From an optimization exercise on the open Yosys and OpenROAD flow, aimed at small area, a short achievable clock period and few clock cycles per item; shortcuts taken in it are not production practice. The RTL was checked by simulation tests, not by an equivalence proof against the original design. Power figures rest on the tool's default switching activity, not on a simulated workload.

Design SystolicArrayAxiWrapper, start of the top module:
module SystolicArrayAxiWrapper(
    input axi_clk,
    input axi_rst_n,
    input s_axis_valid,
    input [47:0] s_axis_data,
    output s_axis_ready,
    output m_axis_valid,
    output [143:0] m_axis_data,
    input m_axis_ready
);
logic ovalid;    
logic [15:0] acc [0:8];
logic [2:0] cy [0:8];
logic [1:0]  beat_in;   
logic        v1;        
logic        first, last;    
logic [47:0] d;
wire stall = first && ovalid && !m_axis_ready;
wire go = v1 && !stall;
assign s_axis_ready = !(v1 && stall);
assign m_axis_valid = ovalid;
wire fire = s_axis_valid && s_axis_ready;
always_ff @(posedge axi_clk) begin
    if (!axi_rst_n) begin
        beat_in <= 2'd0;
        v1 <= 1'b0;
        ovalid <= 1'b0;
    end else begin
        if (fire) beat_in <= (beat_in == 2'd2) ? 2'd0 : beat_in + 2'd1;
        if (s_axis_ready) v1 <= s_axis_valid;
        if (go && last) ovalid <= 1'b1;
        else if (m_axis_ready) ovalid <= 1'b0;
    end
end
always_ff @(posedge axi_clk) begin
    if (s_axis_ready) begin
        d <= s_axis_data;
        first <= (beat_in == 2'd0);
        last <= (beat_in == 2'd2);
    end
end
wire gate = 1'b1;
wire clr = first;
logic [3:0] one [0:2], two [0:2], neg [0:2];
genvar j, r;
generate
    for (j = 0; j < 3; j++) begin : g_enc
        wire [8:0] b = {s_axis_data[24 + 8*j +: 8], 1'b0};
        for (r = 0; r < 4; r++) begin : g_dig
            wire one_d = b[2*r+1] ^ b[2*r];
            wire two_d = (b[2*r+2] & ~b[2*r+1] & ~b[2*r]) | (~b[2*r+2] & b[2*r+1] & b[2*r]);
            wire neg_d = b[2*r+2];
            always_ff @(posedge axi_clk) begin
                if (s_axis_ready) begin
                    one[j][r] <= one_d;
                    two[j][r] <= two_d;
                    neg[j][r] <= neg_d;
                end
  ...
Size in the first run: roughly 2,800 cells after synthesis, about 240 flip-flops, roughly 200 I/O pins.
clock: 6.5 ns
lec_check: 0
cap_margin: 20
core_margin: 2
core_utilization: 40
setup_slack_margin: 3.0
slew_margin: 20
standard.sh (not shown) runs the stock make flow with config.mk's settings and CLKGATE_MAP_FILE= SYNTH_SCRIPT=/design/flow/synth_recipe.tcl, a recipe that flattens the netlist after the stock synthesis.
==> flow/flow/run.sh <==
#!/bin/bash
# The standard layout, with plain buf_1 cells as the port buffers instead of the delay-cell
# buffers buffer_ports picks by default. Each port still gets its own buffer.
set -euo pipefail
export BUFFER_PORTS_ARGS="-buffer_cell sky130_fd_sc_hd__buf_1"
bash standard.sh > standard.log 2>&1
The starting point passed the timing, DRC and antenna checks.
Testbench counts at the start, summed over its fixed seeds: cycles 976, items 320.
Edit:
==> flow/run.sh (new file) <==
#!/bin/bash
# synth_recipe.tcl (not shown) runs the flow's synth.tcl, then flattens the netlist and writes it again
# the make line also repeats each setting of config.mk as NAME=value (left out here)
make -C /OpenROAD-flow-scripts/flow DESIGN_CONFIG=/design/flow/config.mk WORK_HOME=/design/flow/orfs CLKGATE_MAP_FILE= SYNTH_SCRIPT=/design/flow/synth_recipe.tcl finish
SETUP_SLACK_MARGIN = 2.6   (was 3.0)
removed: flow/flow/run.sh
removed: flow/standard.sh
Result: The changed run completed without violations; setup slack loses 140 ps; synthesized area stays the same; total power is lower by a little under a tenth; routed wire length is lower by a little under a tenth; final cell count is lower by a few percent; die area does not change; clock-buffer cell count is higher by 2; critical path depth is lower by 10; cell area is lower by a few percent.


SystolicArrayAxiWrapper, a different RTL version from the one above (not shown whole).
Size in the first run: roughly 2300 cells after synthesis, ~220 flip-flops, roughly 200 I/O pins, roughly 24000 µm² of cells after synthesis.
## SystolicArrayAxiWrapper
module SystolicArrayAxiWrapper(
    input axi_clk,
    input axi_rst_n,
    input s_axis_valid,
    input [47:0] s_axis_data,
    output s_axis_ready,
    output m_axis_valid,
    output [143:0] m_axis_data,
    input m_axis_ready
);
clock: 6.5 ns
lec_check: 0
cap_margin: 20
core_margin: 2
core_utilization: 40
setup_slack_margin: 2.6
slew_margin: 20
run.sh (not shown) runs the stock make flow with config.mk's settings and CLKGATE_MAP_FILE= SYNTH_SCRIPT=/design/flow/synth_recipe.tcl, a recipe that flattens the netlist after the stock synthesis.
Stock flow here: none of the scripts above is used.
Testbench counts at the start, summed over its fixed seeds: cycles 976, items 320.
Change:
SETUP_SLACK_MARGIN = 2.4   (was 2.6)
Total power fell by 3.6%.
Die area does not change.
Hold slack gets better by 0.012 ns.
Worst setup slack gets worse by 0.055 ns.
Change:
PLACE_DENSITY = 0.75   (was unset)
SETUP_SLACK_MARGIN = 2.6   (was 2.4)
Outcome: Total power grows by 7.2%; clock power goes down by about 4%; count of clock-buffer cells in the layout decreases by 8; sequential power stays flat; maximum frequency grows by about 2%; final cell count stays flat; synthesized cell count stays the same; die area does not change; first-iteration DRC count grows by about 30%.
Change:
CORE_UTILIZATION = 30   (was 40)
PLACE_DENSITY = unset   (was 0.75)
After rerunning:
- register-to-register slack is about the same
- flip-flop and latch count does not change
- via count is lower by about 2.8%
- die area is higher by 33%
- wire length stays flat
- count of clock-buffer cells in the layout is higher by 5
- setup slack is worse by 0.0040 ns
- utilization is lower by 12 points
- design area is higher by 2.7%
- global-route usage is lower by 5.7 points
- non-clock buffer count is higher by 17
Change:
CORE_UTILIZATION = 40   (was 30)
SETUP_SLACK_MARGIN = 2.8   (was 2.6)
Cell area falls by 1.0%. Count of clock-buffer cells in the layout went down by 3. Setup slack loses 0.022 ns. Fmax went down by 0.54%. Non-clock buffer count rose by 21. First-iteration DRC count increases by 45%.


## try-harbor
SystolicArrayAxiWrapper again, from the RTL that the note above started with.
Settings: LEC_CHECK=0, CAP_MARGIN=20, CORE_MARGIN=2, CORE_UTILIZATION=55, SETUP_SLACK_MARGIN=2.6, SLEW_MARGIN=20; clock period 6.5 ns.
Testbench counts of try-harbor, summed over its fixed seeds: cycles 976, items 320.
Setup changes, try-harbor to try-violet
# try-harbor
export LEC_CHECK = 0
export CAP_MARGIN = 20
export CORE_MARGIN = 2
export CORE_UTILIZATION = 55
export SETUP_SLACK_MARGIN = 2.6
export SLEW_MARGIN = 20
create_clock -name core_clock -period 6.5 [get_ports {axi_clk}]
# try-violet
export LEC_CHECK = 0
export CAP_MARGIN = 20
export CORE_MARGIN = 2
export CORE_UTILIZATION = 40
export SETUP_SLACK_MARGIN = 2.6
export SLEW_MARGIN = 20
create_clock -name core_clock -period 6.5 [get_ports {axi_clk}]
==> flow/flow/run.sh (new file) <==
#!/bin/bash
# The standard layout, with plain buf_1 cells as the port buffers instead of the delay-cell
# buffers buffer_ports picks by default. Each port still gets its own buffer.
set -euo pipefail
export BUFFER_PORTS_ARGS="-buffer_cell sky130_fd_sc_hd__buf_1"
bash standard.sh > standard.log 2>&1
==> flow/standard.sh (new file) <==
#!/bin/bash
# synth_recipe.tcl (not shown) runs the flow's synth.tcl, then flattens the netlist and writes it again
# the make line also repeats each setting of config.mk as NAME=value (left out here)
make -C /OpenROAD-flow-scripts/flow DESIGN_CONFIG=/design/flow/config.mk WORK_HOME=/design/flow/orfs CLKGATE_MAP_FILE= SYNTH_SCRIPT=/design/flow/synth_recipe.tcl "${@:-finish}"
removed: flow/run.sh
==> comparison <==
Compared with try-harbor, try-violet shows a wire length that is 700 µm lower.
The lower global-route usage of try-harbor and try-violet is in try-violet.
Re final setup slack of the worst path: try-violet is 24 ps down on try-harbor.
On count of filler cells inserted in the layout: between try-harbor and try-violet, it ends up higher for try-violet.
first$_DFFE_PN_ as the critical path launch point was reported by try-violet, and d[11]$_DFFE_PN_ by try-harbor.

## port drivers added, routing unchanged
The flow's constraints put no driver on any port. The routed layouts listed below were extracted and timed again, unchanged, in two steps. Step 1 assumes that a clkbuf_16 drives the clock port and a buf_2 every other input. Step 2 moves the port delays by t, midway between the first and last clock arrival at a register: inputs arrive t later, outputs are due t later. That takes back most of the time a late clock gives input paths. Slacks: no drivers / after step 1 / after step 2; pairs: no drivers / after step 1.
run | t (ns) | setup slack, ns | hold slack, ns | worst setup path after step 2 | worst data-port slew with drivers (ns)
the first run of note 1 | 0.649 | 2.797 / 2.763 / 2.797 | 0.491 / 0.491 / 0.491 | register to register | 0.09
the second run of note 1 | 0.664 | 2.657 / 2.595 / 2.742 | 0.496 / 0.496 / 0.496 | register to register | 0.09
the first run of note 2 | 0.635 | 2.525 / 2.525 / 2.525 | 0.493 / 0.493 / 0.493 | register to register | 0.06
the second run of note 2 | 0.646 | 2.471 / 2.471 / 2.471 | 0.505 / 0.505 / 0.505 | register to register | 0.06
the third run of note 2 | 0.627 | 2.552 / 2.552 / 2.552 | 0.525 / 0.525 / 0.525 | register to register | 0.08
the fourth run of note 2 | 0.603 | 2.548 / 2.548 / 2.548 | 0.490 / 0.490 / 0.490 | register to register | 0.12
the fifth run of note 2 | 0.645 | 2.526 / 2.526 / 2.526 | 0.493 / 0.493 / 0.493 | register to register | 0.09
try-harbor | 0.643 | 2.525 / 2.525 / 2.525 | 0.500 / 0.500 / 0.500 | register to register | 0.07
try-violet | 0.637 | 2.501 / 2.501 / 2.501 | 0.496 / 0.496 / 0.496 | register to register | 0.09
After both steps setup and hold are still met in every run listed.
